Background: an optimization exercise with open tools, aiming at small area and a short achievable clock period. Do not read the settings as production practice.

Design alu16_top, start of the top module:
module alu16_top (
    input clk,
    input [5:0] alufn,
    input [15:0] a,
    input [15:0] b,
    output reg [15:0] y
  );
Size: roughly 720 cells after synthesis, roughly 76 flip-flops, about 55 I/O pins, roughly 6600 sq um of cells after synthesis.
export LEC_CHECK = 0
export CAP_MARGIN = 0
export CORE_MARGIN = 2
export CORE_UTILIZATION = 55
export CTS_BUF_LIST = sky130_fd_sc_hd__clkbuf_4 sky130_fd_sc_hd__clkbuf_8
export SETUP_SLACK_MARGIN = 3.0
export SLEW_MARGIN = 0
export BUFFER_PORTS_ARGS = -buffer_cell sky130_fd_sc_hd__buf_1
create_clock -name core_clock -period 6.5 [get_ports {clk}]
standard.sh (not shown) runs the stock make flow with config.mk's settings and CLKGATE_MAP_FILE= SYNTH_SCRIPT=/design/flow/synth_recipe.tcl, a recipe that flattens the netlist after the stock synthesis.
==> flow/flow/run.sh <==
#!/bin/bash
# Standard layout (the standard.sh) with two changes to its settings:
# half-adder cells are kept out of synthesis (abc maps half adders to plain
# gates), and the port buffers are the smallest buffer cell.  The tools'
# output goes to standard.log here.
set -e
cat >> "$FLOW_CONFIG" <<'EOC'
export DONT_USE_CELLS += sky130_fd_sc_hd__ha_1 sky130_fd_sc_hd__ha_2 sky130_fd_sc_hd__ha_4
export BUFFER_PORTS_ARGS = -buffer_cell sky130_fd_sc_hd__buf_1
EOC
bash standard.sh > standard.log 2>&1
Edit:
--- a/flow/design.v
+++ b/flow/design.v
@@ -34,28 +34,18 @@
 module boolean16_9 (
     input [5:0] alufn,
     input [15:0] a,
     input [15:0] b,
     output [15:0] out
   );
-  wire arith = alufn[5:4] == 2'b00;
-  wire add   = arith & (alufn[1:0] == 2'b00);
-  wire sub   = (arith & alufn[0]) | (alufn[5:4] == 2'b11);
-  wire bl    = alufn[5:4] == 2'b01;
-  wire f_and = bl & (alufn[3:0] == 4'h8);
-  wire f_or  = bl & (alufn[3:0] == 4'he);
-  wire f_xor = bl & (alufn[3:0] == 4'h6);
-  wire f_a   = bl & (alufn[3:0] == 4'ha);
-  wire t11 = add | f_and | f_or | f_a;
-  wire t01 = add | f_or | f_xor;
-  wire t10 = sub | f_or | f_xor | f_a;
-  wire t00 = sub;
-  genvar i;
-  generate for (i = 0; i < 16; i = i + 1) begin : g_bit
-    assign out[i] = a[i] ? (b[i] ? t11 : t10) : (b[i] ? t01 : t00);
-  end endgenerate
+  wire f_and = alufn[3:0] == 4'h8;
+  wire f_or  = alufn[3:0] == 4'he;
+  wire f_xor = alufn[3:0] == 4'h6;
+  wire f_a   = alufn[3:0] == 4'ha;
+  assign out = ({16{f_and}} & (a & b)) | ({16{f_or}} & (a | b)) |
+               ({16{f_xor}} & (a ^ b)) | ({16{f_a}} & a);
 endmodule
 module compare16_10 (
     input force1,
     input ltd,
     input d15,
     output out
@@ -69,13 +59,13 @@
   assign fill = s[4] ? 16'hffff : ~(16'hffff << s[3:0]);
 endmodule
 module bpp (input one, input two, input neg, input m1, input m0, output p);
   assign p = ((one & m1) | (two & m0)) ^ neg;
 endmodule
 module bppi (input one, input two, input neg, input m1, input m0, input inj, output p);
-  assign p = (((one & m1) | (two & m0)) ^ neg) | inj;
+  assign p = ((one & m1) | (two & m0) | inj) ^ neg;
 endmodule
 module benc (input b2, input b1, input b0, input mul, input f1, input f2,
              output one, output two, output neg);
   assign one = (mul & (b1 ^ b0)) | f1;
   assign two = (mul & ((b2 & ~b1 & ~b0) | (~b2 & b1 & b0))) | f2;
   assign neg = mul & b2;
@@ -96,17 +86,20 @@
   wire sra   = rsh & alufn[1];
   wire [15:0] m;
   genvar gi;
   generate for (gi = 0; gi < 16; gi = gi + 1) begin : g_m
     assign m[gi] = rsh ? a[15 - gi] : a[gi];
   end endgenerate
-  wire [15:0] opnd;
-  boolean16_9 bu (.alufn(alufn), .a(a), .b(b), .out(opnd));
+  wire [15:0] boolr;
+  boolean16_9 bu (.alufn(alufn), .a(a), .b(b), .out(boolr));
   wire [15:0] fillm;
   shifter16_8 sh (.s(b[4:0]), .fill(fillm));
-  wire [15:0] yv = opnd | ({16{sra & a[15]}} & fillm);
+  wire [15:0] yv = subl ? ~b :
+                   ((arith & ~alufn[1]) ? b :
+                   ((grp == 2'b01) ? boolr :
+                   ((sra & a[15]) ? fillm : 16'h0000)));
   wire [16:0] bx = {b, 1'b0};
   wire [7:0] one, two, neg;
   generate for (gi = 0; gi < 8; gi = gi + 1) begin : g_booth
     wire hit = shen & ~b[4] & (b[3:1] == gi);
     benc u_enc (.b2(bx[2*gi+2]), .b1(bx[2*gi+1]), .b0(bx[2*gi]), .mul(mul),
                 .f1((hit & ~b[0]) | ((gi == 0) & addl)), .f2(hit & b[0]),
What happened: Register-to-register slack is better by 180 ps. Worst setup slack is better by 10 ps. Worst hold slack is worse by 4.3 ps. Cell count grows by 12%. Count of clock-buffer cells in the layout shrinks by 3. Design area grows by 5.6%.
No functional check of the RTL was part of any run of this note.

[re-timing with driven ports]
How much do the figures lean on ideal ports? The routed layouts below were timed once more, with nothing changed but the port constraints.
Step 1 sets driving cells, clkbuf_16 on the clock port and buf_2 on the other inputs (assumed; they add their load-dependent delay and slew).
Step 2 times the ports against the registers' clock, not the clock port: input delays grow and output delays shrink by t, the midpoint of the rising clock arrivals with the driver on.
Slacks: no drivers / after step 1 / after step 2; pairs: no drivers / after step 1.
run | t, ns | setup WS [ns] | hold WS [ns] | clock arrival spread, ns | pins driven straight from the clock port
the first run | 0.376 | 3.061 / 3.070 / 2.694 | 0.469 / 0.469 / 0.469 | 0.010 / 0.010 | 1
the second run | 0.383 | 3.071 / 3.080 / 2.697 | 0.465 / 0.465 / 0.465 | 0.008 / 0.008 | 1
After both steps setup and hold are still met in every run listed. For the second run, which loses most, drivers alone change the setup slack by +0.009 ns; drivers and shift together by -0.374 ns.
